Background: an optimization exercise with open tools, aiming at small area, a short achievable clock period and few clock cycles. Do not read the settings as production practice. Where RTL was checked, it was by simulation tests only, not by an equivalence proof against the original. The RTL of runs 2 to 8 was laid out without a check of its function. Treat power and IR drop as tool artefacts here; the default activity estimate runs too high for this design.

===== flow/design.v =====
module lab9(x,y,z,clk,reset,start,done);
input [7:0]x,y;
input clk,reset;
input start;
output reg [7:0]z;
output reg done;
reg [7:0]xr,yr,tmp;
reg busy;
always@(posedge clk)
begin
	if(reset)
	begin
		busy<=0;
		done<=0;
		z<=0; 
	end
	else if(start && !busy)
	begin
		xr<=x;
		yr<=y;
		busy<=1;
		done<=0;
	end
	else if(!busy)
	begin
		done<=0;
	end
	else 
	begin
		if(xr>0)
		begin
			if(yr==0)
			begin
				yr=xr;
				xr=0;
			end
			else
			begin
			if(xr<=yr)
			begin
				tmp=xr;
				xr = yr;
				yr=tmp;
			end
			xr = xr - yr;
			end
		end
		else
		begin
			z=yr;
			busy<=0;
			done<=1;
		end
	end
end
endmodule

===== flow/run.sh =====
#!/bin/bash
# synth_recipe.tcl (not shown) runs the flow's synth.tcl, then flattens the netlist and writes it again
# the make line also repeats each setting of config.mk as NAME=value (left out here)
make -C /OpenROAD-flow-scripts/flow DESIGN_CONFIG=/design/flow/config.mk WORK_HOME=/design/flow/orfs CLKGATE_MAP_FILE= SYNTH_SCRIPT=/design/flow/synth_recipe.tcl finish

===== flow/config.mk =====
export PLATFORM = sky130hd
export DESIGN_NAME = lab9
export DESIGN_NICKNAME = lab9
export VERILOG_FILES = /design/flow/design.v
export SDC_FILE = /design/flow/constraint.sdc
export NUM_CORES = 4
export LEC_CHECK = 0
export CAP_MARGIN = 20
export CORE_MARGIN = 2
export CORE_UTILIZATION = 40
export SLEW_MARGIN = 20

===== flow/constraint.sdc =====
create_clock -name core_clock -period 5.0 [get_ports {clk}]
set_input_delay 1.0000 -clock core_clock [delete_from_list [all_inputs] [get_ports {clk}]]
set_output_delay 1.0000 -clock core_clock [all_outputs]
set_load 0.01 [all_outputs]

==> summary.txt, run 1 <==
Clock sink count - 26
Max Slew Vio Count - 0
Mapped Cells - 203
Worst-path clk slew - 90 ps
Peak fanout along the critical path - 7
H-Tree Depth - 1
Crit. End Element - flip-flop
Commonest non-fill, non-tap cell in the layout - clkdlybuf4s50_1
Routed via count - 1,562
Cts bufs inserted - 3
Startpoint Class - flip-flop
CTS root buf - clkbuf_8
Initial Util - 0.407
Clock Latency Late Sink - 280 ps
Vias in the first global route - 1,546
Avg WL per Cell - 15.2 µm
Finished Cell Area - 2100 µm²
Commonest non-fill, non-tap cells in the layout - clkdlybuf4s50_1 (27), nand2_1 (26), nor2_1 (24), a21oi_1 (21), edfxtp_1 (16)
RSZ-0062 raised after global routing - false
Die area - 4910 µm²
Final Wtd Congestion - 0.812
Syn_area_per_cell - 8.60 µm²
ANT cells - 0
Top cells by area, synth - edfxtp_1 (28%), dfxtp_1 (11%), ha_1 (6.4%)
Layout cell share with drive strength beyond 1 - 0.0398
GR Overflow Total - 0
Placed cell areas - 2060 µm²
Fin crit share - 0.750
Hold buffer count at CTS - 0
Status - no timing/DRC/antenna violations
Max_cap viols - 0
Worst EP required - 5050 ps
Fmax - 267 MHz
Arrival time worst endpoint - 3800 ps
Mean number of vias per cell - 5.62
Die X-Extent - 70.1 µm
First-pass GRT wire length - 7.32 mm
Pleak - 0.838 nW
FFs w/ async S/R, synth - 0
DRC Markers - 0
Post-CTS sizing - 0
Placed Instances - 275
Setup violators final - 0
I/O Pins - 28
Synth Area in XOR/XNOR - 0.0150
CTS tree - built
Initial DRC Count - 69
# nets final - 256
Largest net degree at the start of global routing - 22
Share of the synthesized area in the top cell type - 0.275
Synth Register Bits - 26
Top FF cell, synth - edfxtp_1
Pwr per Cell Area - 374 nW/µm²
Initial antenna violation count - 0
Simple-Gate Fraction of Synth Area - 0.218
Final setup TNS - 0 ps
Hold Path Origin - z[4]
Post-CTS setup buffers - 0
Final hold vios - 0
Cell variety after synth - 47
Largest area contributor in the netlist - edfxtp_1
Adder-cell area share of the yosys netlist - 0.0645
Tightest Hold Check Type - reg2reg
Area delta synth->final - 20.1%
Rel. slew slack - 0.481
Core area - 4290 µm²
Compound-gate portion of the synthesized area - 0.244
Detailed Routing Iterations Pass 1 - 4
Die Span Y - 70.1 µm
Fillers - 452
Layout Utilization - 0.489
Proportion of synthesized chip area in sequential cells - 0.390
RR Startpoint - yr[3]
PortBufs - 27
Syn. warnings - 1
Non-filler cells, final - 278
Slew of the pin with the lowest slew margin - 758 ps
Worst VDD drop - 0.177 mV
GR Util All Layers - 0.184
Mapped Nets - 231
CTS Buffer Depth - 2
Post-synth EDFFs - 16
Fin Hold WS - 494 ps
CP Class - reg2reg
Largest family of logic cells by synthesized area - compound AO/OA/AOI/OAI gates
Post-Route WL - 4.24 mm
Mux contribution to synthesized area - 0.0229
Setup crit start - yr[3]
Fin Clk Skew - 7.88 ps
Detailed Place HPWL - 3.30 mm
Final ANT Viol Nets - 0
Final min period - 3750 ps
Cell Rows - 24
Area of the mapped netlist - 1750 µm²
-- state kept, by name, summed over array words and instances, names as in the netlist, named ones only --
signal  cells
done        1
xr          8
z           8
yr          7
busy        1
-- critical path, cell delays in order (launching register included) --
cell and delay (ps):
edfxtp_1 440, inv_1 150, ha_1 460, nand4_1 260
nor2_4 240, nor2_1 100, a2111o_1 410, nor3b_1 150
ha_1 210, or3_1 400, a211o_1 360, xor2_1 160
a22o_1 200
-- final timing paths --
| check | endpoint | slack, ps | depth (start not counted) |
|---|---|---|---|
| setup reg to reg | xr[4] | 1250 | 12 |
| hold reg to reg | z[4] | 490 | 2 |
| hold / removal | z[4] | 490 | 2 |
| setup / recovery | xr[4] | 1250 | 12 |
-- metal layers --
| metal | up-vias | track usage | part of all wire |
|---|---|---|---|
| met5 | - | 0 | 0 |
| met4 | 0 | 0.0662 | 0.021 |
| met3 | 9 | 0.0245 | 0.029 |
| met2 | 33 | 0.298 | 0.47 |
| met1 | 726 | 0.252 | 0.48 |
| li1 | 794 | - | - |
-- per-stage QoR --
| step | worst slack [ps] | power (mW) |
|---|---|---|
| after global routing | 1070 | 0.838 |
| after floorplan | 1680 | 0.574 |
| final | 1250 | 0.784 |
| after detailed placement | 1310 | 0.660 |
| after global placement | 1300 | 0.663 |
| after CTS | 1300 | 0.781 |
-- layout make-up --
type | instances | area [µm²] | share of cell area
tap | 52 | 65.1 | 0.0310
multi-input combinational | 157 | 988 | 0.471
sequential | 26 | 681 | 0.324
clock buffer | 3 | 41.3 | 0.0197
timing repair buffer | 28 | 278 | 0.132
inverter | 12 | 45.0 | 0.0215
-- power by group --
part           internal, mW  switching [mW]
Combinational         0.157           0.205
Clock                0.0543          0.0695
Sequential            0.269          0.0293
-- synth_stat cells, drive strengths merged (2+ instances only) --
library cell	instances
inv	12
nand2b	3
edfxtp	16
nor4	5
buf	2
a21oi	22
o21ai	12
dfxtp	10
nor3	4
or3	3
ha	9
nand4	3
and2	3
o21a	4
nor2b	2
clkbuf	6
nand2	26
xor2	2
nor2	25
a22o	3
a2111oi	5
o211a	3
mux2i	4
-- logic make-up after synthesis --
group / count (synthesis)
AND/OR/NAND/NOR: 79
adder cells (fa/ha/maj): 9
multiplexers: 4
buffers and inverters: 20
AO/OA/AOI/OAI: 62
XOR/XNOR: 3
flip-flops: 26
Testbench counts, summed over its fixed seeds: cycles 70,623.
==> run 2: changes to the inputs <==
==> flow/design.v (replaced) <==
module lab9(x,y,z,clk,reset,start,done);
input [7:0]x,y;
input clk,reset;
input start;
output [7:0]z;
output done;
reg [7:0] a, b;
reg busy;
wire [7:0] o = a | b;
wire [7:0] m = o & ~(o - 8'd1);           
wire a_even = ~|(a & m);
wire b_even = ~|(b & m);
wire fin = (a == b) | ~|a | ~|b;
wire [8:0] dab = {1'b0, a} - {1'b0, b};
wire [7:0] dba = b - a;
wire a_ge = ~dab[8];
assign done = busy & fin;
assign z = a | b;
always @(posedge clk) begin
	if (reset) begin
		busy <= 1'b0;
	end else if (start && (!busy || fin)) begin
		a <= x;
		b <= y;
		busy <= 1'b1;
	end else if (busy) begin
		if (fin) begin
			busy <= 1'b0;
		end else if (a_even) begin
			a <= a >> 1;
		end else if (b_even) begin
			b <= b >> 1;
		end else if (a_ge) begin
			a <= dab[7:1];
		end else begin
			a <= dba[7:1];
			b <= a;
		end
	end
end
endmodule
==> run 2 against run 1 <==
Combinational power fell by 14%. Power down 22%. Clock power shrank 19%. Largest power group unchanged.
==> summary.txt, run 2 <==
Area of the mapped netlist - 1860 µm² (+6.4%)
First-pass GRT wire length - 7.99 mm (+9.2%)
Crit. End Element - primary output
Post-synth EDFFs - 16 (unchanged)
GR Overflow Total - 0 (unchanged)
Tightest Hold Check Type - reg2reg
Worst-path clk slew - 60 ps (-30 ps)
Largest area contributor in the netlist - edfxtp_1
Placed Instances - 299 (+8.7%)
Area delta synth->final - 19.4%
Mean number of vias per cell - 5.53 (-1.6%)
CTS tree - built
Arrival time worst endpoint - 2590 ps (-1210 ps)
Initial DRC Count - 100 (+45%)
Avg WL per Cell - 16.1 µm (+5.3%)
Final ANT Viol Nets - 0 (unchanged)
DP Worst Slack - 1590 ps (+278 ps)
RSZ-0062 raised after global routing - false
Worst EP required - 4000 ps (-1050 ps)
Fin crit share - 0.718 (-0.0321)
Worst VDD drop - 0.170 mV (-3.7%)
# nets final - 296 (+16%)
Vias in the first global route - 1,635 (+5.8%)
Routed via count - 1,676 (+7.3%)
Die area - 5210 µm² (+6.1%)
Initial antenna violation count - 0 (unchanged)
Detailed Place HPWL - 4.02 mm (+22%)
Max_cap viols - 0 (unchanged)
CTS Buffer Depth - 2 (unchanged)
Commonest non-fill, non-tap cells in the layout - inv_1 (30), clkdlybuf4s50_1 (27), ha_1 (23), nand2_1 (22), a21oi_1 (18)
Post-Route WL - 4.87 mm (+15%)
Initial Util - 0.421 (+0.0144)
Syn. warnings - 1 (unchanged)
Post-CTS sizing - 0 (unchanged)
Fmax - 279 MHz (+4.5%)
Die X-Extent - 72.2 µm (+3.0%)
Fin Clk Skew - 1.27 ps (-6.61 ps)
CP Class - reg2out
Pwr per Cell Area - 276 nW/µm² (-26%)
Status - no timing/DRC/antenna violations
DRC Markers - 0 (unchanged)
Synth Register Bits - 17 (-35%)
Hold buffer count at CTS - 0 (unchanged)
Max Slew Vio Count - 0 (unchanged)
Rel. slew slack - 0.412 (-0.0693)
Post-CTS setup buffers - 0 (unchanged)
Proportion of synthesized chip area in sequential cells - 0.269 (-0.121)
CTS root buf - clkbuf_8
Final Wtd Congestion - 0.868 (+6.9%)
Layout cell share with drive strength beyond 1 - 0.0279 (-0.0119)
Startpoint Class - flip-flop
Cell Rows - 24 (unchanged)
Top cells by area, synth - edfxtp_1 (26%), ha_1 (15%), inv_1 (6.1%)
Commonest non-fill, non-tap cell in the layout - inv_1
Mapped Nets - 268 (+16%)
Mapped Cells - 224 (+10%)
GR Util All Layers - 0.197 (+0.0125)
Clock Latency Late Sink - 250 ps (-30 ps)
Core area - 4410 µm² (+2.8%)
Setup violators final - 0 (unchanged)
Post-synth top cells - inv_1 (30), ha_1 (23), nand2_1 (22)
Share of the synthesized area in the top cell type - 0.258 (-0.0167)
Non-filler cells, final - 303 (+9.0%)
H-Tree Depth - 1 (unchanged)
I/O Pins - 28 (unchanged)
PortBufs - 27 (unchanged)
Largest net degree at the start of global routing - 24 (+9.1%)
Pleak - 0.950 nW (+13%)
Clock sink count - 17 (-35%)
Final setup TNS - 0 ps (unchanged)
Top FF cell, synth - edfxtp_1
Syn_area_per_cell - 8.30 µm² (-3.5%)
Cts bufs inserted - 3 (unchanged)
Cell variety after synth - 45 (-4.3%)
FFs w/ async S/R, synth - 0 (unchanged)
ANT cells - 0 (unchanged)
Final min period - 3590 ps (-160 ps)
Largest regs - a (8), b (8), busy (1)
Detailed Routing Iterations Pass 1 - 4 (unchanged)
Post-route setup slack - 1410 ps (+160 ps)
Peak fanout along the critical path - 7 (unchanged)
Die Span Y - 72.2 µm (+3.0%)
Most frequent cell after synthesis - inv_1
Final hold vios - 0 (unchanged)
Slew of the pin with the lowest slew margin - 871 ps (+112 ps)
-- run 2: power by group --
group	switching [mW]	internal [mW]
clock	0.0439	0.0565
sequential	0.0220	0.180
combinational	0.179	0.131
-- run 2: cell families (layout without fill, tap and decap cells) --
| family | Yosys count | in the layout | synth area share |
|---|---|---|---|
| AND/OR/NAND/NOR | 71 | 71 | 0.182 |
| AO/OA/AOI/OAI | 59 | 59 | 0.211 |
| buffers and inverters | 36 | 63 | 0.0794 |
| adder cells (fa/ha/maj) | 25 | 25 | 0.176 |
| flip-flops | 17 | 17 | 0.269 |
| multiplexers | 10 | 10 | 0.0538 |
| XOR/XNOR | 6 | 6 | 0.0283 |
-- run 2: per-stage QoR --
stage / utilization / hold slack [ps] / power (mW) / area, µm²
3_5_place_dp: 0.493 / 571 / 0.509 / 2170
3_3_place_gp: 0.493 / 570 / 0.512 / 2170
6_report: 0.503 / 580 / 0.613 / 2220
5_1_grt: 0.503 / 611 / 0.653 / 2220
2_1_floorplan: - / 523 / 0.418 / 1860
4_1_cts: 0.503 / 575 / 0.611 / 2220
-- run 2: final cells by class --
class / instances / area [µm²]
fillers: 420 / 2190
multi-input cells: 171 / 1210
flip-flops and latches: 17 / 500
repair buffers: 29 / 285
inverters: 30 / 113
well taps: 52 / 65.1
clock buffers: 4 / 45.0
-- run 2: per-layer routing --
metal | routed length, µm | track usage | vias to the layer above | share of wire
met2 | 2320 | 0.336 | 43 | 0.48
met3 | 177 | 0.00833 | 4 | 0.036
met4 | 26 | 0.0377 | 0 | 0.0053
met1 | 2340 | 0.278 | 776 | 0.48
li1 | - | - | 853 | -
met5 | 0 | 0 | - | 0
-- run 2: worst paths after layout --
| check | from | endpoint | slack (ps) | cells after the start |
|---|---|---|---|---|
| min | busy | busy | 580 | 2 |
| max | a[1] | done | 1410 | 6 |
| max reg2reg | a[1] | b[3] | 1620 | 9 |
| min reg2reg | busy | busy | 580 | 2 |
-- run 2: worst max-delay path, cell delays in order (launching register included) --
cell             delay, ps
edfxtp_1               510
inv_1                  160
ha_1                   360
nor4_1                 330
a31oi_1                270
nor2b_1                170
clkdlybuf4s50_1        540
==> run 3: changes to the inputs <==
--- a/flow/config.mk
+++ b/flow/config.mk
@@ -8,4 +8,5 @@
 export CAP_MARGIN = 20
 export CORE_MARGIN = 2
 export CORE_UTILIZATION = 40
+export SETUP_SLACK_MARGIN = 1.5
 export SLEW_MARGIN = 20
==> run 3 against run 2 <==
Sequential power down 2%. Global-route usage up 0.23 points. Power up 2.1%. Critical path type unchanged. Combinational power up 5%. First-iteration DRC count up 24%. Still clean. Clock-buffer cell count unchanged.
==> summary.txt, run 3 <==
Top FF cell, synth - edfxtp_1
Die X-Extent - 72.2 µm (unchanged)
Fin crit share - 0.673 (-0.0443)
Pleak - 0.972 nW (+2.4%)
Worst EP required - 4000 ps (about the same)
Commonest non-fill, non-tap cell in the layout - inv_1
Clock Latency Late Sink - 250 ps (about the same)
Setup violators final - 0 (unchanged)
Fmax - 297 MHz (+6.6%)
Arrival time worst endpoint - 2370 ps (-220 ps)
GR Overflow Total - 0 (unchanged)
DRC Markers - 0 (unchanged)
CP max-delay cell - clkdlybuf4s50_1
Initial DRC Count - 124 (+24%)
Max_cap viols - 0 (unchanged)
Slew of the pin with the lowest slew margin - 639 ps (-232 ps)
Mean number of vias per cell - 5.52 (-0.27%)
Rel. slew slack - 0.574 (+0.162)
Largest regs - a (8), b (8), busy (1)
Reg2Reg Setup Slack - 1940 ps (+320 ps)
Fin Hold WS - 578 ps (-2.21 ps)
Final setup TNS - 0 ps (unchanged)
Final Wtd Congestion - 0.868 (unchanged)
Detailed Place HPWL - 4.02 mm (unchanged)
CP top delay family - buffers and inverters
Largest net degree at the start of global routing - 24 (unchanged)
Area delta synth->final - 23.1%
Hold Crit Endpoint - busy
Peak fanout along the critical path - 6 (-1)
CP Class - reg2out
Compound-gate portion of the synthesized area - 0.211 (unchanged)
Clock sink count - 17 (unchanged)
Worst VDD drop - 0.171 mV (+0.49%)
Post-synth top cells - inv_1 (30), ha_1 (23), nand2_1 (22)
Hold depth - 2 (unchanged)
Reg2reg path depth - 9 (unchanged)
Detailed Routing Iterations Pass 1 - 4 (unchanged)
Mapped Nets - 268 (unchanged)
CTS root buf - clkbuf_8
CTS tree - built
Largest area contributor in the netlist - edfxtp_1
Routed via count - 1,699 (+1.4%)
# nets final - 301 (+1.7%)
Post-route setup slack - 1630 ps (+222 ps)
Worst Path Buf+Inv - 2 (unchanged)
Proportion of synthesized chip area in sequential cells - 0.269 (unchanged)
CP max stage delay - 540 ps (about the same)
Status - no timing/DRC/antenna violations
Max Slew Vio Count - 0 (unchanged)
First-pass GRT wire length - 8.07 mm (+0.95%)
Commonest non-fill, non-tap cells in the layout - inv_1 (30), clkdlybuf4s50_1 (27), nand2_1 (22), ha_1 (22), a21oi_1 (17)
Initial Util - 0.421 (unchanged)
Adder-cell area share of the yosys netlist - 0.176 (unchanged)
DP Worst Slack - 1590 ps (unchanged)
Final ANT Viol Nets - 0 (unchanged)
Synth Register Bits - 17 (unchanged)
GR Util All Layers - 0.199 (+0.00233)
Hold Path Origin - busy
Fillers - 414 (-1.4%)
Non-filler cells, final - 308 (+1.7%)
Die Span Y - 72.2 µm (unchanged)
Post-Route WL - 5.00 mm (+2.6%)
Crit. End Element - primary output
Layout cell share with drive strength beyond 1 - 0.0742 (+0.0463)
Syn. warnings - 1 (unchanged)
Worst-path clk slew - 60 ps (about the same)
CP cell instances - inv_1 > ha_1 > nor4_2 > a31oi_2 > nor2b_1 > clkdlybuf4s50_1
Top cells by area, synth - edfxtp_1 (26%), ha_1 (15%), inv_1 (6.1%)
Tightest Hold Check Type - reg2reg
Syn_area_per_cell - 8.30 µm² (unchanged)
I/O Pins - 28 (unchanged)
Most frequent cell after synthesis - inv_1
Pwr per Cell Area - 273 nW/µm² (-0.98%)
Post-synth EDFFs - 16 (unchanged)
Final min period - 3370 ps (-222 ps)
Simple-Gate Fraction of Synth Area - 0.182 (unchanged)
Cell variety after synth - 45 (unchanged)
Fin Clk Skew - 1.44 ps (+0.167 ps)
Worst R2R End - b[3]
Initial antenna violation count - 0 (unchanged)
Startpoint Class - flip-flop
Cts bufs inserted - 3 (unchanged)
Synth Area in XOR/XNOR - 0.0283 (unchanged)
RR Startpoint - a[0]
Die area - 5210 µm² (unchanged)
H-Tree Depth - 1 (unchanged)
Largest family of logic cells by synthesized area - compound AO/OA/AOI/OAI gates
Area of the mapped netlist - 1860 µm² (unchanged)
Footprint of the multi-input gates - 1240 µm² (+2.6%)
Placed Instances - 299 (unchanged)
PortBufs - 27 (unchanged)
CTS Buffer Depth - 2 (unchanged)
Mapped Cells - 224 (unchanged)
Share of the synthesized area in the top cell type - 0.258 (unchanged)
Avg WL per Cell - 16.2 µm (+0.96%)
Final hold vios - 0 (unchanged)
Vias in the first global route - 1,651 (+0.98%)
Cell Rows - 24 (unchanged)
FFs w/ async S/R, synth - 0 (unchanged)
Sequential cell area - 500 µm² (unchanged)
Mux contribution to synthesized area - 0.0538 (unchanged)
RSZ-0062 raised after global routing - false
ANT cells - 0 (unchanged)
Core area - 4410 µm² (unchanged)
-- run 3: cell counts after synthesis --
Identical to the previous run, type by type.
-- run 3: how the worst max path moves through the flow --
stage,startpoint,endpoint,slack (ps),depth (start not counted)
6_report,b[1],done,1630,6
5_1_grt,b[2],done,1500,6
4_1_cts,a[6],done,1520,6
3_5_place_dp,a[1],b[7],1590,9
3_3_place_gp,a[2],b[7],1630,8
2_1_floorplan,a[2],b[0],2200,10
-- run 3: cell type report --
cell class / instances / share of cell area
Timing Repair Buffer: 34 / 0.141
Clock buffer: 4 / 0.0197
Inverter: 30 / 0.0492
Tap cell: 52 / 0.0284
Multi-Input combinational cell: 171 / 0.543
Sequential cell: 17 / 0.219
-- run 3: where the power goes --
| group | total (mW) | leakage [nW] | internal (mW) | switching, mW |
|---|---|---|---|---|
| Combinational | 0.324 | 0.790 | 0.138 | 0.186 |
| Clock | 0.102 | 0.0228 | 0.0566 | 0.0452 |
| Sequential | 0.199 | 0.160 | 0.180 | 0.0189 |
| Total | 0.625 | 0.972 | 0.375 | 0.251 |
-- run 3: kinds of logic after synthesis --
group,Yosys count
compound gates,59
simple gates,71
xor+xnor,6
mux,10
fa+ha+maj,25
flops,17
buf+inv,36
-- run 3: timing repair --
item | in CTS | in global routing
setup endpoints to repair | 1 | 9
buffers inserted | 2 | 3
pin swaps | 0 | 2
gates cloned | 0 | 0
gates resized for setup | 2 | 5
hold buffers | 0 | 0
-- run 3: routing by layer --
metal / routed length, µm / track usage / part of all wire / vias up
li1: - / - / - / 865
met1: 2350 / 0.281 / 0.47 / 789
met2: 2400 / 0.341 / 0.48 / 40
met3: 209 / 0.00833 / 0.042 / 5
met4: 34 / 0.0377 / 0.0068 / 0
met5: 0 / 0 / 0 / -
-- run 3: metrics by stage --
stage | util | total power [mW] | instance area (µm²)
6_report | 0.518 | 0.625 | 2290
5_1_grt | 0.518 | 0.667 | 2290
4_1_cts | 0.509 | 0.617 | 2250
3_5_place_dp | 0.493 | 0.509 | 2170
3_3_place_gp | 0.493 | 0.512 | 2170
2_1_floorplan | - | 0.418 | 1860
-- run 3: worst register-to-register path: stages, from the launching register on --
cell	delay (ps)
edfxtp_1	470
inv_1	120
ha_1	190
fa_1	240
nor3_1	80
o311a_1	380
or3_1	540
inv_1	150
o21ai_0	120
a21oi_2	410
==> run 4: changes to the inputs <==
--- a/flow/config.mk
+++ b/flow/config.mk
@@ -8,5 +8,5 @@
 export CAP_MARGIN = 20
 export CORE_MARGIN = 2
 export CORE_UTILIZATION = 40
-export SETUP_SLACK_MARGIN = 1.5
+export SETUP_SLACK_MARGIN = 2.5
 export SLEW_MARGIN = 20
==> run 4 against run 3 <==
Synthesized cell count unchanged. Critical endpoint unchanged. Design area rose by 14%. Worst setup slack gained 630 ps. Global-route usage rose by 2.9 points. Non-clock buffer count increased by 22. Sequential power is 4% lower. First-iteration DRC count rose by 18%. Cell count rose by 7.1%. Largest power group unchanged. Still clean. Utilization up 7.5 points. Sequential share of layout area down 2.8 points.
==> summary.txt, run 4 <==
Post-synth top cells - inv_1 (30), ha_1 (23), nand2_1 (22)
Largest regs - a (8), b (8), busy (1)
Synth Register Bits - 17 (unchanged)
Startpoint Class - flip-flop
First-pass GRT wire length - 9.04 mm (+12%)
Syn_area_per_cell - 8.30 µm² (unchanged)
PortBufs - 27 (unchanged)
Arrival time worst endpoint - 1740 ps (-630 ps)
Mapped Cells - 224 (unchanged)
Pwr per Cell Area - 270 nW/µm² (-1.0%)
Slew of the pin with the lowest slew margin - 486 ps (-152 ps)
Die X-Extent - 72.2 µm (unchanged)
Crit. End Element - primary output
Cell Rows - 24 (unchanged)
Clk network pwr share - 0.141 (-0.022)
Cts bufs inserted - 3 (unchanged)
Gate power share - 0.588 (+0.069)
I/O Pins - 28 (unchanged)
Final setup TNS - 0 ps (unchanged)
Top FF cell, synth - edfxtp_1
Fin crit share - 0.547 (-0.126)
Detailed Place HPWL - 4.11 mm (+2.1%)
Rel. slew slack - 0.676 (+0.101)
RSZ-0062 raised after global routing - true
Critical path depth - 6 (unchanged)
H-Tree Depth - 1 (unchanged)
ANT cells - 0 (unchanged)
GR Util All Layers - 0.228 (+0.0292)
Hold Path Origin - busy
Share of the synthesized area in the top cell type - 0.258 (unchanged)
Area delta synth->final - 40.8%
Max Slew Vio Count - 0 (unchanged)
Final Wtd Congestion - 0.859 (-1.1%)
Fin Clk Skew - 0.759 ps (-0.677 ps)
Layout cell share with drive strength beyond 1 - 0.245 (+0.170)
CTS root buf - clkbuf_8
Clock sink count - 17 (unchanged)
Proportion of synthesized chip area in sequential cells - 0.269 (unchanged)
Worst Path Buf+Inv - 2 (unchanged)
Core area - 4410 µm² (unchanged)
Top cells by area, synth - edfxtp_1 (26%), ha_1 (15%), inv_1 (6.1%)
Die area - 5210 µm² (unchanged)
Reg2reg path depth - 10 (+1)
Final hold vios - 0 (unchanged)
Pleak - 1.09 nW (+12%)
Max_cap viols - 0 (unchanged)
Initial Util - 0.421 (unchanged)
Status - no timing/DRC/antenna violations
Area of the mapped netlist - 1860 µm² (unchanged)
Final ANT Viol Nets - 0 (unchanged)
Worst EP required - 4000 ps (about the same)
Hold buffer count at CTS - 0 (unchanged)
Hold depth - 2 (unchanged)
Tightest Hold Check Type - reg2reg
DRC Markers - 0 (unchanged)
Setup crit start - a[3]
Final min period - 2740 ps (-631 ps)
CP top delay family - flip-flops
Sequential share of power - 0.271 (-0.048)
FFs w/ async S/R, synth - 0 (unchanged)
Detailed Routing Iterations Pass 1 - 4 (unchanged)
Int Pwr - 422 µW (+13%)
# nets final - 323 (+7.3%)
Largest area contributor in the netlist - edfxtp_1
Initial DRC Count - 146 (+18%)
Most frequent cell after synthesis - inv_1
GR Overflow Total - 0 (unchanged)
CP max stage delay - 470 ps (-70 ps)
Cell variety after synth - 45 (unchanged)
Mapped Nets - 268 (unchanged)
CTS Buffer Depth - 2 (unchanged)
Worst-path clk slew - 60 ps (about the same)
NetSw - 286 µW (+14%)
Die Span Y - 72.2 µm (unchanged)
Worst VDD drop - 0.187 mV (+9.3%)
Avg WL per Cell - 17.4 µm (+7.0%)
Post-layout power - 708 µW (+13%)
Setup violators final - 0 (unchanged)
RR Startpoint - a[3]
Vias in the first global route - 1,786 (+8.2%)
Commonest non-fill, non-tap cells in the layout - buf_4 (27), nand2_1 (22), inv_1 (21), clkdlybuf4s50_1 (18)
CP max-delay cell - edfxtp_1
Fmax - 366 MHz (+23%)
Switching part of the total - 0.404 (+0.00335)
Clock Latency Late Sink - 240 ps (about the same)
Mean number of vias per cell - 5.55 (+0.64%)
Peak fanout along the critical path - 3 (-3)
Routed via count - 1,832 (+7.8%)
Syn. warnings - 1 (unchanged)
Post-Route WL - 5.73 mm (+15%)
CTS tree - built
CP cell instances - inv_2 > ha_4 > nor4_4 > a31oi_2 > nor2b_1 > buf_2
CP Class - reg2out
Commonest non-fill, non-tap cell in the layout - buf_4
Largest net degree at the start of global routing - 24 (unchanged)
Initial antenna violation count - 0 (unchanged)
Post-synth EDFFs - 16 (unchanged)
-- run 4: power groups by stage --
stage / sequential, mW / clock [mW] / combinational, mW
final: 0.192 / 0.0998 / 0.417
after global routing: 0.194 / 0.105 / 0.452
after CTS: 0.191 / 0.101 / 0.392
after detailed placement: 0.206 / 0 / 0.313
after global placement: 0.206 / 0 / 0.315
after floorplan: 0.197 / 0 / 0.229
-- run 4: worst register-to-register path: stages, from the launching register on --
cell,delay [ps]
edfxtp_1,440
inv_2,80
ha_4,290
buf_4,150
nor2b_1,70
o311a_1,380
or3_4,420
mux2i_1,210
xnor2_1,100
a211oi_2,250
nor2_1,60
-- run 4: area by class of cell --
class                           instances  area (µm²)
Fill cell                             396        1800
Timing Repair Buffer                   56         489
Clock buffer                            4        45.0
Inverter                               30         115
Multi-Input combinational cell        171        1400
Sequential cell                        17         500
Tap cell                               52        65.1
-- run 4: kinds of logic (layout without fill, tap and decap cells) --
group / count (synthesis) / in the layout / share of synthesized area
adders and majority gates: 25 / 25 / 0.176
xor gates and xnor gates: 6 / 6 / 0.0283
muxes: 10 / 10 / 0.0538
and+or+nand+nor: 71 / 71 / 0.182
AOI/OAI and AO/OA: 59 / 59 / 0.211
DFF: 17 / 17 / 0.269
buffers and inverters: 36 / 90 / 0.0794
-- run 4: timing repair --
action                     CTS  global route
setup buffers               25             2
hold endpoints to repair     0             0
setup endpoints to repair   36            24
resized for setup           42             8
pin swaps                   15             5
-- run 4: through the flow --
| step | util | instances | worst slack, ps | instance area, µm² | hold WS, ps |
|---|---|---|---|---|---|
| 2_1_floorplan | - | 224 | 2500 | 1900 | 523 |
| 3_5_place_dp | 0.500 | 299 | 1800 | 2210 | 560 |
| 6_report | 0.593 | 330 | 2260 | 2620 | 570 |
| 4_1_cts | 0.579 | 328 | 2250 | 2560 | 572 |
| 5_1_grt | 0.593 | 330 | 2230 | 2620 | 611 |
| 3_3_place_gp | 0.500 | 299 | 1830 | 2210 | 569 |
-- run 4: routing by layer --
layer  global-route usage  share of wire  up-vias
met1                0.320           0.48      866
met2                0.362           0.46       50
met3               0.0333          0.046        6
met4               0.0734          0.014        0
met5                    0              0        -
li1                     -              -      910
-- run 4: worst paths after layout --
path / end / slack, ps
setup reg to reg: a[2] / 2310
setup / recovery: done / 2260
hold reg to reg: busy / 570
hold / removal: busy / 570
==> run 5: changes to the inputs <==
==> flow/design.v (replaced) <==
module lab9(x,y,z,clk,reset,start,done);
input [7:0]x,y;
input clk,reset;
input start;
output [7:0]z;
output done;
reg [7:0] a, b;
reg busy;
wire [7:0] o = a | b;
wire [7:0] lo = {|o[6:0], |o[5:0], |o[4:0], |o[3:0], |o[2:0], |o[1:0], o[0], 1'b0};
wire a_odd = |(a & ~lo);
wire b_odd = |(b & ~lo);
wire fin = (a == b) | ~|a | ~|b;
wire [7:0] pr = ~(a ^ b);                 
wire [7:0] gn = a & ~b;                   
wire [8:0] c;                             
wire [8:0] c1;                            
assign c[0] = 1'b0;
assign c1[0] = 1'b1;
genvar i;
generate for (i = 0; i < 8; i = i + 1) begin : add
	assign c[i+1] = gn[i] | (pr[i] & c[i]);
	assign c1[i+1] = c[i+1] | (&pr[i:0]);
end endgenerate
wire [7:0] s = pr ^ c[7:0];
wire [7:0] dab = pr ^ c1[7:0];            
wire [7:0] dba = ~s;                      
wire a_ge = c1[8];
assign done = busy & fin;
assign z = o;
always @(posedge clk) begin
	if (reset)
		busy <= 1'b0;
	else if (start)
		busy <= 1'b1;
	else if (fin)
		busy <= 1'b0;
end
always @(posedge clk) begin
	if (start) begin
		a <= x;
		b <= y;
	end else if (!a_odd) begin
		a <= a >> 1;
	end else if (!b_odd) begin
		b <= b >> 1;
	end else if (a_ge) begin
		a <= dab[7:1];
	end else begin
		a <= dba[7:1];
		b <= a;
	end
end
endmodule
==> run 5 against run 4 <==
Worst hold slack got worse by 22 ps. Clock skew rose by 6.3 ps. Critical path type is now reg2reg. Still clean. Largest power group unchanged. Clock-buffer cell count fell by 1.
==> summary.txt, run 5 <==
Post-Route WL - 5.20 mm (-9.2%)
Reg2reg path depth - 13 (+3)
RSZ-0062 raised after global routing - true
Final hold vios - 0 (unchanged)
Hold depth - 2 (unchanged)
Proportion of synthesized chip area in sequential cells - 0.308 (+0.0388)
Fin Clk Skew - 7.03 ps (+6.28 ps)
ANT cells - 0 (unchanged)
Rel. slew slack - 0.379 (-0.296)
CP Class - reg2reg
PortBufs - 27 (unchanged)
Worst VDD drop - 0.394 mV (+110%)
# nets final - 268 (-17%)
Mux contribution to synthesized area - 0.0593 (+0.00544)
Setup violators final - 0 (unchanged)
Detailed Place HPWL - 3.41 mm (-17%)
Fmax - 248 MHz (-32%)
CTS tree - built
Post-layout power - 2.04 mW (+190%)
Fin crit share - 0.807 (+0.260)
GR Overflow Total - 0 (unchanged)
DRC Markers - 0 (unchanged)
Adder-cell area share of the yosys netlist - 0.163 (-0.0131)
Core area - 3940 µm² (-11%)
Startpoint Class - flip-flop
Final Wtd Congestion - 0.873 (+1.7%)
CTS root buf - clkbuf_8
Metal2 WL - 2.56 mm (-3.8%)
I/O Pins - 28 (unchanged)
Syn. warnings - 1 (unchanged)
Top FF cell, synth - edfxtp_1
Tightest Hold Check Type - reg2reg
Met3 WL - 271 µm (+2.7%)
Cell Rows - 23 (-4.2%)
Largest net degree at the start of global routing - 21 (-13%)
Peak fanout along the critical path - 6 (+3)
Met1 wire length - 2.22 mm (-19%)
Hold buffer count at CTS - 0 (unchanged)
Initial antenna violation count - 0 (unchanged)
Largest family of logic cells by synthesized area - compound AO/OA/AOI/OAI gates
Area delta synth->final - 46.1%
Status - no timing/DRC/antenna violations
Cts bufs inserted - 3 (unchanged)
CTS Buffer Depth - 2 (unchanged)
Crit. End Element - flip-flop
Pwr per Cell Area - 858 nW/µm² (+220%)
Layout cell share with drive strength beyond 1 - 0.346 (+0.102)
Largest regs - a (8), b (8), busy (1)
Share of the synthesized area in the top cell type - 0.296 (+0.0372)
Initial Util - 0.412 (-0.00895)
Cell variety after synth - 41 (-8.9%)
Final ANT Viol Nets - 0 (unchanged)
Area of the mapped netlist - 1630 µm² (-13%)
Most frequent cell after synthesis - inv_1
Top cells by area, synth - edfxtp_1 (30%), fa_1 (8.6%), ha_1 (7.7%)
Synth Register Bits - 17 (unchanged)
Simple-Gate Fraction of Synth Area - 0.145 (-0.0362)
Post-synth top cells - inv_1 (28), a21oi_1 (17), edfxtp_1 (16)
First-pass GRT wire length - 7.65 mm (-15%)
Avg WL per Cell - 18.5 µm (+6.6%)
Max Slew Vio Count - 0 (unchanged)
Largest area contributor in the netlist - edfxtp_1
Final min period - 4040 ps (+1300 ps)
Commonest non-fill, non-tap cell in the layout - buf_4
Worst-path clk slew - 80 ps (+20 ps)
Die X-Extent - 67.7 µm (-6.1%)
Die Span Y - 67.7 µm (-6.1%)
Mapped Cells - 174 (-22%)
Clock Latency Late Sink - 260 ps (+20 ps)
Vias in the first global route - 1,616 (-9.5%)
Commonest non-fill, non-tap cells in the layout - buf_4 (27), inv_1 (22), clkdlybuf4s50_1 (18), a21oi_1 (16), edfxtp_1 (16)
GR Util All Layers - 0.232 (+0.00374)
Clock sink count - 17 (unchanged)
H-Tree Depth - 1 (unchanged)
Final setup TNS - 0 ps (unchanged)
DR top layer - met4
FFs w/ async S/R, synth - 0 (unchanged)
Arrival time worst endpoint - 4030 ps (+2290 ps)
Detailed Routing Iterations Pass 1 - 4 (unchanged)
Compound-gate portion of the synthesized area - 0.206 (-0.00576)
Initial DRC Count - 87 (-40%)
Pleak - 0.953 nW (-13%)
Routed via count - 1,593 (-13%)
Slew of the pin with the lowest slew margin - 921 ps (+435 ps)
Max_cap viols - 0 (unchanged)
Worst EP required - 5000 ps (+1000 ps)
Die area - 4590 µm² (-12%)
Mean number of vias per cell - 5.67 (+2.1%)
Post-synth EDFFs - 16 (unchanged)
Synth Area in XOR/XNOR - 0.0269 (-0.00132)
Mapped Nets - 210 (-22%)
Syn_area_per_cell - 9.34 µm² (+13%)
-- run 5: through the flow --
stage	instance area [µm²]	cells	util	hold WS [ps]	setup WS (ps)
floorplan	1690	174	-	501	844
global placement	1990	247	0.505	522	651
detailed placement	1990	247	0.505	532	537
CTS	2220	269	0.562	549	1000
global route	2370	281	0.602	580	822
finish	2370	281	0.602	548	963
-- run 5: logic make-up after synthesis --
family                     after synthesis
DFF                                     17
muxes                                    9
adders and majority gates               17
xor gates and xnor gates                 5
and+or+nand+nor                         47
buffers and inverters                   33
AOI/OAI and AO/OA                       46
-- run 5: worst max-delay path, cell delays in order, from the launching register on --
cell	delay, ps
edfxtp_1	390
inv_2	70
ha_2	170
fa_2	350
fa_2	360
fa_2	360
fa_2	360
fa_2	370
fa_2	380
fa_2	440
a21oi_4	220
nand2_1	80
o211ai_1	90
o221ai_1	120
-- run 5: where the power goes --
group	internal (mW)	total, mW	switching [mW]
Combinational	0.728	1.60	0.872
Sequential	0.262	0.328	0.0660
Clock	0.0555	0.110	0.0540
Total	1.05	2.04	0.992
-- run 5: worst paths after layout --
check | startpoint | to | slack [ps]
worst max-delay path | b[0] | a[0] | 960
worst min-delay path | busy | busy | 550
worst max register to register | b[0] | a[0] | 960
worst min register to register | busy | busy | 550
-- run 5: repair_timing --
action,4_1_cts,5_1_grt
buffers inserted,17,11
pin swaps,10,12
cloned,1,1
gates resized for setup,31,19
setup endpoints to repair,34,36
-- run 5: routing by layer --
layer  vias up  global-route usage
li1        747                   -
met1       764               0.283
met2        64               0.396
met3        18              0.0417
met4         0               0.105
met5         -                   0
-- run 5: cell type report --
type / count / area, µm²
inverters: 28 / 110
fillers: 319 / 1570
clock buffers: 3 / 41.3
well taps: 50 / 62.6
flip-flops and latches: 17 / 500
multi-input cells: 126 / 1160
repair buffers: 56 / 494
clock inverters: 1 / 5.00
==> run 6: changes to the inputs <==
--- a/flow/config.mk
+++ b/flow/config.mk
@@ -8,5 +8,5 @@
 export CAP_MARGIN = 20
 export CORE_MARGIN = 2
 export CORE_UTILIZATION = 40
-export SETUP_SLACK_MARGIN = 2.5
+export SETUP_SLACK_MARGIN = 3.0
 export SLEW_MARGIN = 20
==> run 6 against run 5 <==
Worst setup slack worse by 100 ps. Non-clock buffer count increased by 26. Maximum frequency down 2.5%. Global-route usage increased by 2.9 points. Clock power barely moved. Synthesized area did not move. Wire length is 13% higher. Clock-buffer cell count unchanged. Via count rose by 8.8%. Register-to-register slack worse by 100 ps. Utilization grew 10 points. Critical path type unchanged.
==> summary.txt, run 6 <==
Adder-cell area share of the yosys netlist - 0.163 (unchanged)
Cts bufs inserted - 3 (unchanged)
Mux contribution to synthesized area - 0.0593 (unchanged)
Clk network pwr share - 0.043 (-0.011)
Post-Route WL - 5.88 mm (+13%)
CTS tree - built
DRC Markers - 0 (unchanged)
CTS root buf - clkbuf_8
Worst VDD drop - 0.430 mV (+9.1%)
RSZ-0062 raised after global routing - true
Largest family of logic cells by synthesized area - compound AO/OA/AOI/OAI gates
GRT Max-Usage Layer - met2
Fin crit share - 0.828 (+0.0210)
Largest net degree at the start of global routing - 29 (+38%)
Post-synth EDFFs - 16 (unchanged)
Syn_area_per_cell - 9.34 µm² (unchanged)
Most frequent cell after synthesis - inv_1
Initial antenna violation count - 0 (unchanged)
Mapped Nets - 210 (unchanged)
Hold buffer count at CTS - 0 (unchanged)
CTS Buffer Depth - 2 (unchanged)
Int Pwr - 1.34 mW (+28%)
Area delta synth->final - 70.3%
Layout cell share with drive strength beyond 1 - 0.514 (+0.167)
Largest area contributor in the netlist - edfxtp_1
Crit. End Element - flip-flop
Detailed Place HPWL - 3.44 mm (+0.81%)
Initial DRC Count - 99 (+14%)
CP Class - reg2reg
Largest regs - a (8), b (8), busy (1)
Fin Clk Skew - 3.46 ps (-3.57 ps)
Final Wtd Congestion - 0.947 (+8.4%)
M2 GR Usage - 0.445 (+0.0490)
Commonest non-fill, non-tap cell in the layout - buf_4
Synth Register Bits - 17 (unchanged)
Peak fanout along the critical path - 5 (-1)
Max_cap viols - 0 (unchanged)
Gate power share - 0.822 (+0.037)
Clock sink count - 17 (unchanged)
Fmax - 241 MHz (-2.5%)
Pwr per Cell Area - 899 nW/µm² (+4.7%)
Status - no timing/DRC/antenna violations
# nets final - 294 (+9.7%)
Cell Rows - 23 (unchanged)
Die area - 4590 µm² (unchanged)
Simple-Gate Fraction of Synth Area - 0.145 (unchanged)
Final hold vios - 0 (unchanged)
DP Worst Slack - 531 ps (-5.51 ps)
GR Overflow Total - 0 (unchanged)
GR Util All Layers - 0.261 (+0.0293)
Mean number of vias per cell - 5.64 (-0.42%)
Vias in the first global route - 1,672 (+3.5%)
Die Span Y - 67.7 µm (unchanged)
Post-synth top cells - inv_1 (28), a21oi_1 (17), edfxtp_1 (16)
Mapped Cells - 174 (unchanged)
Final min period - 4140 ps (+105 ps)
Top cells by area, synth - edfxtp_1 (30%), fa_1 (8.6%), ha_1 (7.7%)
Clock Latency Late Sink - 260 ps (about the same)
Arrival time worst endpoint - 4280 ps (+250 ps)
Avg WL per Cell - 19.2 µm (+3.5%)
ANT cells - 0 (unchanged)
Core area - 3940 µm² (unchanged)
Startpoint Class - flip-flop
PortBufs - 27 (unchanged)
Met3 Usage GRT - 0.0350 (-0.00667)
Switching part of the total - 0.463 (-0.0235)
Worst EP required - 5130 ps (+130 ps)
Slew of the pin with the lowest slew margin - 699 ps (-223 ps)
I/O Pins - 28 (unchanged)
First-pass GRT wire length - 8.63 mm (+13%)
Proportion of synthesized chip area in sequential cells - 0.308 (unchanged)
Final setup TNS - 0 ps (unchanged)
NetSw - 1.15 mW (+16%)
Detailed Routing Iterations Pass 1 - 4 (unchanged)
Initial Util - 0.412 (unchanged)
Commonest non-fill, non-tap cells in the layout - buf_4 (43), clkdlybuf4s50_1 (18), edfxtp_1 (16), a21oi_1 (14)
Sequential share of power - 0.135 (-0.026)
Cell variety after synth - 41 (unchanged)
Top FF cell, synth - edfxtp_1
H-Tree Depth - 1 (unchanged)
Routed via count - 1,733 (+8.8%)
Area of the mapped netlist - 1630 µm² (unchanged)
Setup violators final - 0 (unchanged)
M1 GR Usage - 0.334 (+0.0509)
FFs w/ async S/R, synth - 0 (unchanged)
Final ANT Viol Nets - 0 (unchanged)
Post-route setup slack - 858 ps (-105 ps)
Tightest Hold Check Type - reg2reg
Worst-path clk slew - 70 ps (about the same)
Compound-gate portion of the synthesized area - 0.206 (unchanged)
Share of the synthesized area in the top cell type - 0.296 (unchanged)
Rel. slew slack - 0.531 (+0.152)
Syn. warnings - 1 (unchanged)
Max Slew Vio Count - 0 (unchanged)
Synth Area in XOR/XNOR - 0.0269 (unchanged)
Die X-Extent - 67.7 µm (unchanged)
Pleak - 1.12 nW (+17%)
## run 6: logic make-up after synthesis
kind of cell,after synthesis
adders and majority gates,17
AOI/OAI and AO/OA,46
muxes,9
DFF,17
buffers and inverters,33
xor gates and xnor gates,5
and+or+nand+nor,47
## run 6: timing repair
item                                    CTS  global route
hold endpoints to repair                  0             0
setup buffers                            35            18
cloned                                    2             0
pin swaps                                20             6
resized for setup                        70            39
endpoints found under the setup margin   41            41
## run 6: cell type report
class / instances / area (µm²)
tap: 50 / 62.6
clock inverter: 1 / 5.00
inverter: 28 / 120
fill: 270 / 1170
timing repair buffer: 82 / 734
clock buffer: 3 / 41.3
multi-input combinational: 126 / 1300
sequential: 17 / 500
## run 6: worst paths after layout
path | start | to | slack [ps] | cells after the start
max reg2reg | b[0] | a[5] | 860 | 13
min reg2reg | busy | busy | 530 | 2
min | busy | busy | 530 | 2
max | b[0] | a[5] | 860 | 13
## run 6: worst max-delay path, cell delays in order (launching register included)
cell,delay (ps)
edfxtp_1,410
inv_2,80
ha_2,180
fa_2,350
fa_2,360
fa_2,360
fa_2,360
fa_2,380
fa_2,380
fa_2,420
buf_4,170
buf_4,130
a2111oi_2,290
a211o_1,130
## run 6: power groups by stage
stage / Clock (mW) / Combinational, mW / Sequential, mW
floorplan: 0 / 0.912 / 0.331
global placement: 0 / 1.17 / 0.357
detailed placement: 0 / 1.19 / 0.360
CTS: 0.109 / 1.76 / 0.325
global route: 0.115 / 2.19 / 0.342
finish: 0.108 / 2.05 / 0.335
## run 6: per-layer routing
| layer | vias up | wire, µm |
|---|---|---|
| met3 | 11 | 247 |
| met4 | 0 | 126 |
| met5 | - | 0 |
| li1 | 808 | - |
| met2 | 64 | 3190 |
| met1 | 850 | 2320 |
## run 6: per-stage QoR
stage / power [mW] / instances / util / hold WS (ps) / area (µm²)
2_1_floorplan: 1.24 / 174 / - / 501 / 1710
3_3_place_gp: 1.52 / 248 / 0.510 / 525 / 2010
3_5_place_dp: 1.55 / 248 / 0.510 / 544 / 2010
4_1_cts: 2.19 / 289 / 0.646 / 551 / 2550
5_1_grt: 2.65 / 307 / 0.702 / 554 / 2770
6_report: 2.49 / 307 / 0.702 / 525 / 2770
==> run 7: changes to the inputs <==
==> flow/design.v (replaced) <==
module lab9(x,y,z,clk,reset,start,done);
input [7:0]x,y;
input clk,reset;
input start;
output [7:0]z;
output done;
reg [7:0] a, b;
reg busy;
wire [7:0] o = a | b;
wire [7:0] lo = {|o[6:0], |o[5:0], |o[4:0], |o[3:0], |o[2:0], |o[1:0], o[0], 1'b0};
wire a_odd = |(a & ~lo);
wire b_odd = |(b & ~lo);
wire [7:0] pr = ~(a ^ b);                 
wire [7:0] g = a & ~b;
wire [7:0] t = a | ~b;
wire [7:0] G, T;
wire g10 = g[1] | (t[1] & g[0]),  t10 = t[1] & t[0];
wire g32 = g[3] | (t[3] & g[2]),  t32 = t[3] & t[2];
wire g54 = g[5] | (t[5] & g[4]),  t54 = t[5] & t[4];
wire g76 = g[7] | (t[7] & g[6]),  t76 = t[7] & t[6];
wire g20 = g[2] | (t[2] & g10),   t20 = t[2] & t10;
wire g30 = g32 | (t32 & g10),     t30 = t32 & t10;
wire g64 = g[6] | (t[6] & g54),   t64 = t[6] & t54;
wire g74 = g76 | (t76 & g54),     t74 = t76 & t54;
assign G[0] = g[0];              assign T[0] = t[0];
assign G[1] = g10;               assign T[1] = t10;
assign G[2] = g20;               assign T[2] = t20;
assign G[3] = g30;               assign T[3] = t30;
assign G[4] = g[4] | (t[4] & g30); assign T[4] = t[4] & t30;
assign G[5] = g54 | (t54 & g30);   assign T[5] = t54 & t30;
assign G[6] = g64 | (t64 & g30);   assign T[6] = t64 & t30;
assign G[7] = g74 | (t74 & g30);   assign T[7] = t74 & t30;
wire [7:0] c  = {G[6:0], 1'b0};           
wire [7:0] c1 = {G[6:0] | T[6:0], 1'b1};  
wire [7:0] dab = pr ^ c1;                 
wire [7:0] dba = ~(pr ^ c);               
wire a_ge = G[7] | T[7];                  
wire fin = &pr | ~|a | ~|b;
assign done = busy & fin;
assign z = o;
always @(posedge clk) begin
	if (reset)
		busy <= 1'b0;
	else if (start)
		busy <= 1'b1;
	else if (fin)
		busy <= 1'b0;
end
always @(posedge clk) begin
	if (start) begin
		a <= x;
		b <= y;
	end else if (!a_odd) begin
		a <= a >> 1;
	end else if (!b_odd) begin
		b <= b >> 1;
	end else if (a_ge) begin
		a <= dab[7:1];
	end else begin
		a <= dba[7:1];
		b <= a;
	end
end
endmodule
--- a/flow/config.mk
+++ b/flow/config.mk
@@ -8,5 +8,5 @@
 export CAP_MARGIN = 20
 export CORE_MARGIN = 2
 export CORE_UTILIZATION = 40
-export SETUP_SLACK_MARGIN = 3.0
+export SETUP_SLACK_MARGIN = 2.5
 export SLEW_MARGIN = 20
==> run 7 against run 6 <==
Design area is 3.5% higher. Synthesized area is 14% higher. Via count is 10% higher. Cell count is 9.8% higher. Worst setup slack better by 1400 ps. Die area is 14% higher. Global-route usage is 3.2 points lower. Non-clock buffer count is 8 lower. Clock-buffer cell count stayed put. Critical path type is now reg2out. Critical endpoint is now done. Highest routed layer unchanged.
==> summary.txt, run 7 <==
Area delta synth->final - 54.1%
Post-route setup slack - 2260 ps (+1400 ps)
CTS Buffer Depth - 2 (unchanged)
Pwr per Cell Area - 833 nW/µm² (-7.3%)
Clock sink count - 17 (unchanged)
Mapped Nets - 258 (+23%)
Setup violators final - 0 (unchanged)
Cell Rows - 24 (+4.3%)
ANT cells - 0 (unchanged)
Post-synth EDFFs - 16 (unchanged)
CP max stage delay - 460 ps (+40 ps)
Initial Util - 0.421 (+0.00895)
CP max-delay cell - edfxtp_1
Crit. End Element - primary output
Peak fanout along the critical path - 2 (-3)
Reg2reg path depth - 16 (+3)
Fin crit share - 0.548 (-0.280)
Most frequent cell after synthesis - inv_1
Cell variety after synth - 44 (+7.3%)
Die X-Extent - 72.2 µm (+6.5%)
Fmax - 365 MHz (+51%)
Final min period - 2740 ps (-1400 ps)
Post-Route WL - 6.00 mm (+2.0%)
Cts bufs inserted - 3 (unchanged)
CP cell instances - inv_2 > ha_4 > nor4_4 > nand2_1 > a31oi_1 > buf_2
Fillers - 351 (+30%)
Post-layout power - 2.39 mW (-4.0%)
Mapped Cells - 212 (+22%)
Die area - 5210 µm² (+14%)
CP Class - reg2out
CTS root buf - clkbuf_8
Reg2Reg Setup Slack - 2270 ps (+1410 ps)
Proportion of synthesized chip area in sequential cells - 0.269 (-0.0388)
Worst-path clk slew - 60 ps (about the same)
Commonest non-fill, non-tap cells in the layout - buf_4 (42), clkdlybuf4s50_1 (18), ha_1 (17), edfxtp_1 (16), inv_1 (15)
Final Wtd Congestion - 0.885 (-6.5%)
Non-filler cells, final - 337 (+9.8%)
Share of the synthesized area in the top cell type - 0.258 (-0.0372)
First-pass GRT wire length - 9.22 mm (+6.8%)
Final setup TNS - 0 ps (unchanged)
FFs w/ async S/R, synth - 0 (unchanged)
Clock Latency Late Sink - 250 ps (about the same)
Finished Cell Area - 2870 µm² (+3.5%)
Worst EP required - 4000 ps (-1130 ps)
H-Tree Depth - 1 (unchanged)
Slew of the pin with the lowest slew margin - 663 ps (-35.9 ps)
Detailed Routing Iterations Pass 1 - 4 (unchanged)
Critical path depth - 6 (-7)
Max Slew Vio Count - 0 (unchanged)
Final hold vios - 0 (unchanged)
GR Overflow Total - 0 (unchanged)
Syn_area_per_cell - 8.77 µm² (-6.1%)
Fin Clk Skew - 4.82 ps (+1.35 ps)
Avg WL per Cell - 17.8 µm (-7.1%)
Post-synth top cells - inv_1 (28), ha_1 (24), a21oi_1 (16), edfxtp_1 (16), nand2_1 (14)
Pleak - 1.18 nW (+5.8%)
Largest regs - a (8), b (8), busy (1)
Vias in the first global route - 1,898 (+14%)
Initial antenna violation count - 0 (unchanged)
DRC Markers - 0 (unchanged)
DR top layer - met4
Layout cell share with drive strength beyond 1 - 0.361 (-0.152)
Mean number of vias per cell - 5.68 (+0.61%)
Worst Path Buf+Inv - 2 (-1)
Met1 wire length - 2.66 mm (+15%)
Hold buffer count at CTS - 0 (unchanged)
Commonest non-fill, non-tap cell in the layout - buf_4
Area of the mapped netlist - 1860 µm² (+14%)
Met3 WL - 362 µm (+47%)
Placed Instances - 287 (+16%)
PortBufs - 27 (unchanged)
Top cells by area, synth - edfxtp_1 (26%), ha_1 (16%), inv_1 (5.7%)
CP top delay family - flip-flops
RSZ-0062 raised after global routing - true
Footprint of the multi-input gates - 1490 µm² (+15%)
Routed via count - 1,914 (+10%)
Metal2 WL - 2.91 mm (-8.7%)
Core area - 4410 µm² (+12%)
Die Span Y - 72.2 µm (+6.5%)
CTS tree - built
Largest net degree at the start of global routing - 25 (-14%)
Arrival time worst endpoint - 1740 ps (-2540 ps)
Max_cap viols - 0 (unchanged)
Hold depth - 2 (unchanged)
DP Worst Slack - 1910 ps (+1380 ps)
Worst VDD drop - 0.339 mV (-21%)
Final ANT Viol Nets - 0 (unchanged)
Largest area contributor in the netlist - edfxtp_1
Top FF cell, synth - edfxtp_1
Detailed Place HPWL - 3.81 mm (+11%)
Sequential cell area - 500 µm² (unchanged)
Initial DRC Count - 165 (+67%)
# nets final - 332 (+13%)
I/O Pins - 28 (unchanged)
Placed cell areas - 2190 µm² (+8.8%)
Rel. slew slack - 0.558 (+0.0271)
Syn. warnings - 1 (unchanged)
GR Util All Layers - 0.229 (-0.0321)
Synth Register Bits - 17 (unchanged)
Tightest Hold Check Type - reg2reg
Status - no timing/DRC/antenna violations
Startpoint Class - flip-flop
==> run 7: cell count changes after synthesis, moves of 4 or more <==
cell / previous run / this run
nor3_1: 3 / 7
mux2_2: 5 / 0
nand3_1: 3 / 9
nor3b_1: 0 / 4
o21ai_1: 0 / 7
fa_1: 7 / 3
ha_1: 10 / 24
==> run 7: area by class of cell <==
class | instances | area share
Clock inverter | 1 | 0.00175
Clock buffer | 3 | 0.0144
Timing Repair Buffer | 74 | 0.228
Inverter | 28 | 0.0367
Sequential cell | 17 | 0.175
Multi-Input combinational cell | 162 | 0.521
Tap cell | 52 | 0.0227
==> run 7: kinds of logic after synthesis <==
logic type / count (synthesis) / share of synthesized area
compound gates: 52 / 0.205
xor+xnor: 3 / 0.0141
fa+ha+maj: 27 / 0.194
buf+inv: 33 / 0.0673
flops: 17 / 0.269
mux: 7 / 0.0377
simple gates: 73 / 0.213
==> run 7: where the power goes <==
part | internal [mW] | total, mW | switching [mW]
combinational | 0.920 | 1.96 | 1.04
sequential | 0.263 | 0.328 | 0.0655
clock | 0.0552 | 0.100 | 0.0448
==> run 7: final timing paths <==
path         from   end
max          a[2]  done
min          busy  busy
max reg2reg  a[2]  busy
min reg2reg  busy  busy
==> run 7: through the flow <==
| stage | hold slack [ps] | utilization |
|---|---|---|
| after detailed placement | 599 | 0.496 |
| after global placement | 569 | 0.496 |
| after floorplan | 501 | - |
| after global routing | 627 | 0.649 |
| final | 587 | 0.649 |
| after CTS | 561 | 0.609 |
==> run 7: worst min-delay path: stages, from the launching register on <==
cell	delay (ps)
dfxtp_1	330
a41oi_2	170
nor2_1	50
==> run 7: what timing repair did <==
action,CTS,global route
gates resized for setup,43,25
setup buffers,39,7
pin swaps,19,16
endpoints found under the setup margin,38,32
cloned,0,0
==> run 7: layer usage <==
layer,GRT usage,up-vias
met5,0,-
met4,0.0629,0
met3,0.0153,7
met2,0.384,85
met1,0.320,910
li1,-,912
==> run 8: changes to the inputs <==
==> flow/flow/run.sh (new file) <==
#!/bin/bash
# The standard layout, with the smallest buffer on every input and output port
# instead of the one buffer_ports picks by default.
set -euo pipefail
bash standard.sh "BUFFER_PORTS_ARGS=-buffer_cell sky130_fd_sc_hd__buf_1" finish > standard.log 2>&1
==> flow/standard.sh (new file) <==
#!/bin/bash
# synth_recipe.tcl (not shown) runs the flow's synth.tcl, then flattens the netlist and writes it again
# the make line also repeats each setting of config.mk as NAME=value (left out here)
make -C /OpenROAD-flow-scripts/flow DESIGN_CONFIG=/design/flow/config.mk WORK_HOME=/design/flow/orfs CLKGATE_MAP_FILE= SYNTH_SCRIPT=/design/flow/synth_recipe.tcl "${@:-finish}"
removed: flow/run.sh
==> run 8 against run 7 <==
Still clean. Clock-buffer cell count is the same. Synthesized area is the same. Wire length grew 3.8%. Critical endpoint unchanged. Largest power group unchanged. Highest routed layer unchanged.
==> summary.txt, run 8 <==
Commonest non-fill, non-tap cell in the layout - buf_4
Final min period - 2780 ps (+45.1 ps)
Final Wtd Congestion - 0.836 (-5.6%)
Die X-Extent - 72.2 µm (unchanged)
Routed via count - 1,891 (-1.2%)
I/O Pins - 28 (unchanged)
DR top layer - met4
Final ANT Viol Nets - 0 (unchanged)
Setup crit start - b[2]
Max Slew Vio Count - 0 (unchanged)
Fin Clk Skew - 2.65 ps (-2.17 ps)
FFs w/ async S/R, synth - 0 (unchanged)
Slew of the pin with the lowest slew margin - 650 ps (-12.2 ps)
Largest regs - a (8), b (8), busy (1)
Tightest Hold Check Type - reg2reg
Most frequent cell after synthesis - inv_1
Met1 wire length - 2.68 mm (+0.79%)
Fin Hold WS - 600 ps (+12.8 ps)
Arrival time worst endpoint - 1780 ps (+40 ps)
Non-filler cells, final - 327 (-3.0%)
Worst EP required - 4000 ps (about the same)
Post-layout power - 2.37 mW (-0.66%)
CP max stage delay - 450 ps (about the same)
Cts bufs inserted - 3 (unchanged)
Fin crit share - 0.557 (+0.00902)
Cell Rows - 24 (unchanged)
Commonest non-fill, non-tap cells in the layout - buf_4 (32), buf_1 (26), inv_1 (18), ha_1 (18), edfxtp_1 (16)
Pwr per Cell Area - 906 nW/µm² (+8.7%)
DRC Markers - 0 (unchanged)
Synth Register Bits - 17 (unchanged)
Post-synth top cells - inv_1 (28), ha_1 (24), a21oi_1 (16), edfxtp_1 (16), nand2_1 (14)
Mapped Cells - 212 (unchanged)
Layout cell share with drive strength beyond 1 - 0.327 (-0.0341)
Die area - 5210 µm² (unchanged)
Top FF cell, synth - edfxtp_1
Crit. End Element - primary output
Startpoint Class - flip-flop
Rel. slew slack - 0.563 (+0.00449)
Detailed Place HPWL - 3.91 mm (+2.7%)
Post-synth EDFFs - 16 (unchanged)
RR Startpoint - a[0]
Setup violators final - 0 (unchanged)
Avg WL per Cell - 19.0 µm (+7.0%)
DP Worst Slack - 2140 ps (+231 ps)
Clock Latency Late Sink - 250 ps (about the same)
H-Tree Depth - 1 (unchanged)
# nets final - 322 (-3.0%)
Finished Cell Area - 2620 µm² (-8.6%)
CTS root buf - clkbuf_8
Detailed Routing Iterations Pass 1 - 4 (unchanged)
Top cells by area, synth - edfxtp_1 (26%), ha_1 (16%), inv_1 (5.7%)
Initial antenna violation count - 0 (unchanged)
Reg2reg path depth - 12 (-4)
RSZ-0062 raised after global routing - true
Final hold vios - 0 (unchanged)
GR Util All Layers - 0.240 (+0.0113)
Placed cell areas - 2020 µm² (-7.7%)
Share of the synthesized area in the top cell type - 0.258 (unchanged)
Post-route setup slack - 2220 ps (-45.1 ps)
Pleak - 1.05 nW (-11%)
Reg2Reg Setup Slack - 2220 ps (-50 ps)
CTS Buffer Depth - 2 (unchanged)
Vias in the first global route - 1,921 (+1.2%)
PortBufs - 27 (unchanged)
Worst R2R End - a[5]
Hold depth - 2 (unchanged)
Syn. warnings - 1 (unchanged)
CP Class - reg2out
Peak fanout along the critical path - 3 (+1)
Largest net degree at the start of global routing - 43 (+72%)
Mean number of vias per cell - 5.78 (+1.8%)
Max_cap viols - 0 (unchanged)
Worst-path clk slew - 70 ps (about the same)
Area of the mapped netlist - 1860 µm² (unchanged)
Die Span Y - 72.2 µm (unchanged)
Met3 WL - 381 µm (+5.2%)
Layout Utilization - 0.593 (-0.0558)
Fmax - 359 MHz (-1.6%)
Core area - 4410 µm² (unchanged)
Post-Route WL - 6.23 mm (+3.8%)
Initial DRC Count - 169 (+2.4%)
Worst Path Buf+Inv - 2 (unchanged)
CP cell instances - inv_2 > ha_1 > nor4_4 > nand2_1 > a31oi_1 > buf_2
Syn_area_per_cell - 8.77 µm² (unchanged)
Metal2 WL - 2.94 mm (+0.89%)
Status - no timing/DRC/antenna violations
Placed Instances - 287 (unchanged)
ANT cells - 0 (unchanged)
CP max-delay cell - edfxtp_1
CP top delay family - flip-flops
Mapped Nets - 258 (unchanged)
First-pass GRT wire length - 9.63 mm (+4.5%)
GR Overflow Total - 0 (unchanged)
Final setup TNS - 0 ps (unchanged)
Largest area contributor in the netlist - edfxtp_1
Worst VDD drop - 0.374 mV (+10%)
Proportion of synthesized chip area in sequential cells - 0.269 (unchanged)
Critical path depth - 6 (unchanged)
Cell variety after synth - 44 (unchanged)
Initial Util - 0.421 (unchanged)
Critical Path End - done
Clock sink count - 17 (unchanged)
Area delta synth->final - 40.8%
CTS tree - built
[run 8: cell type report]
class                      instances  area [µm²]
fill                             371        1800
multi-input combinational        162        1490
sequential                        17         500
timing repair buffer              64         417
inverter                          28         105
tap                               52        65.1
clock buffer                       3        41.3
clock inverter                     1        5.00
[run 8: repair_timing]
item                       in CTS  in global routing
setup buffers                  23                 13
pin swaps                      14                 20
hold buffers                    0                  0
gates resized for setup        29                 26
setup endpoints to repair      30                 31
[run 8: worst min path at each step]
stage,startpoint,endpoint,slack (ps)
5_1_grt,busy,busy,640
3_3_place_gp,busy,busy,550
3_5_place_dp,busy,busy,570
6_report,busy,busy,600
2_1_floorplan,busy,busy,500
4_1_cts,busy,busy,590
[run 8: cells by family (layout without fill, tap and decap cells)]
kind of cell               count (synthesis)  after routing  synth area share
and+or+nand+nor                           73             73             0.213
AOI/OAI and AO/OA                         52             52             0.205
xor gates and xnor gates                   3              3            0.0141
muxes                                      7              7            0.0377
adders and majority gates                 27             27             0.194
buffers and inverters                     33             96            0.0673
DFF                                       17             17             0.269
[run 8: worst register-to-register path, cell delays in order, from the launching register on]
cell      delay (ps)
edfxtp_1         420
buf_6            150
ha_4             150
fa_2             400
nor3b_4          160
nor3_2           230
inv_2             90
buf_12           140
o21ai_4          130
o211ai_1         160
buf_4            190
a21oi_2          210
nor4_4            70
[run 8: metal layers]
layer,vias to the layer above,GRT usage
li1,889,-
met1,894,0.319
met2,87,0.408
met3,21,0.0264
met4,0,0.0797
met5,-,0
[run 8: power breakdown]
part	internal, mW	switching, mW
logic	0.869	1.07
registers	0.263	0.0717
clock network	0.0552	0.0448
total	1.19	1.18

static timing again, ports no longer ideal:
The flow's constraints put no driver on any port. The routed layouts listed below were extracted and timed again, unchanged, in two steps.
Step 1 sets driving cells, clkbuf_16 on the clock port and buf_2 on the other inputs (assumed; they add their load-dependent delay and slew).
Step 2, shift: input delay + t, output delay - t, t = (earliest + latest rising clock arrival at the registers) / 2. This alone moves slack from input paths to output paths.
a / b / c = ideal / step 1 / step 2; a / b = the first two.
run	shift t [ns]	slack for setup (ns)	latest minus earliest clock arrival (ns)
run 1	0.301	1.251 / 1.251 / 1.251	0.008 / 0.008
run 2	0.268	1.411 / 1.391 / 1.618	0.002 / 0.001
run 3	0.271	1.633 / 1.613 / 1.883	0.001 / 0.001
run 4	0.267	2.264 / 2.241 / 2.313	0.001 / 0.001
run 5	0.281	0.963 / 0.963 / 0.963	0.007 / 0.007
run 6	0.279	0.858 / 0.858 / 0.858	0.003 / 0.003
run 7	0.267	2.261 / 2.241 / 2.270	0.005 / 0.005
run 8	0.268	2.216 / 2.194 / 2.219	0.003 / 0.003
After both steps every run listed still meets setup and hold.
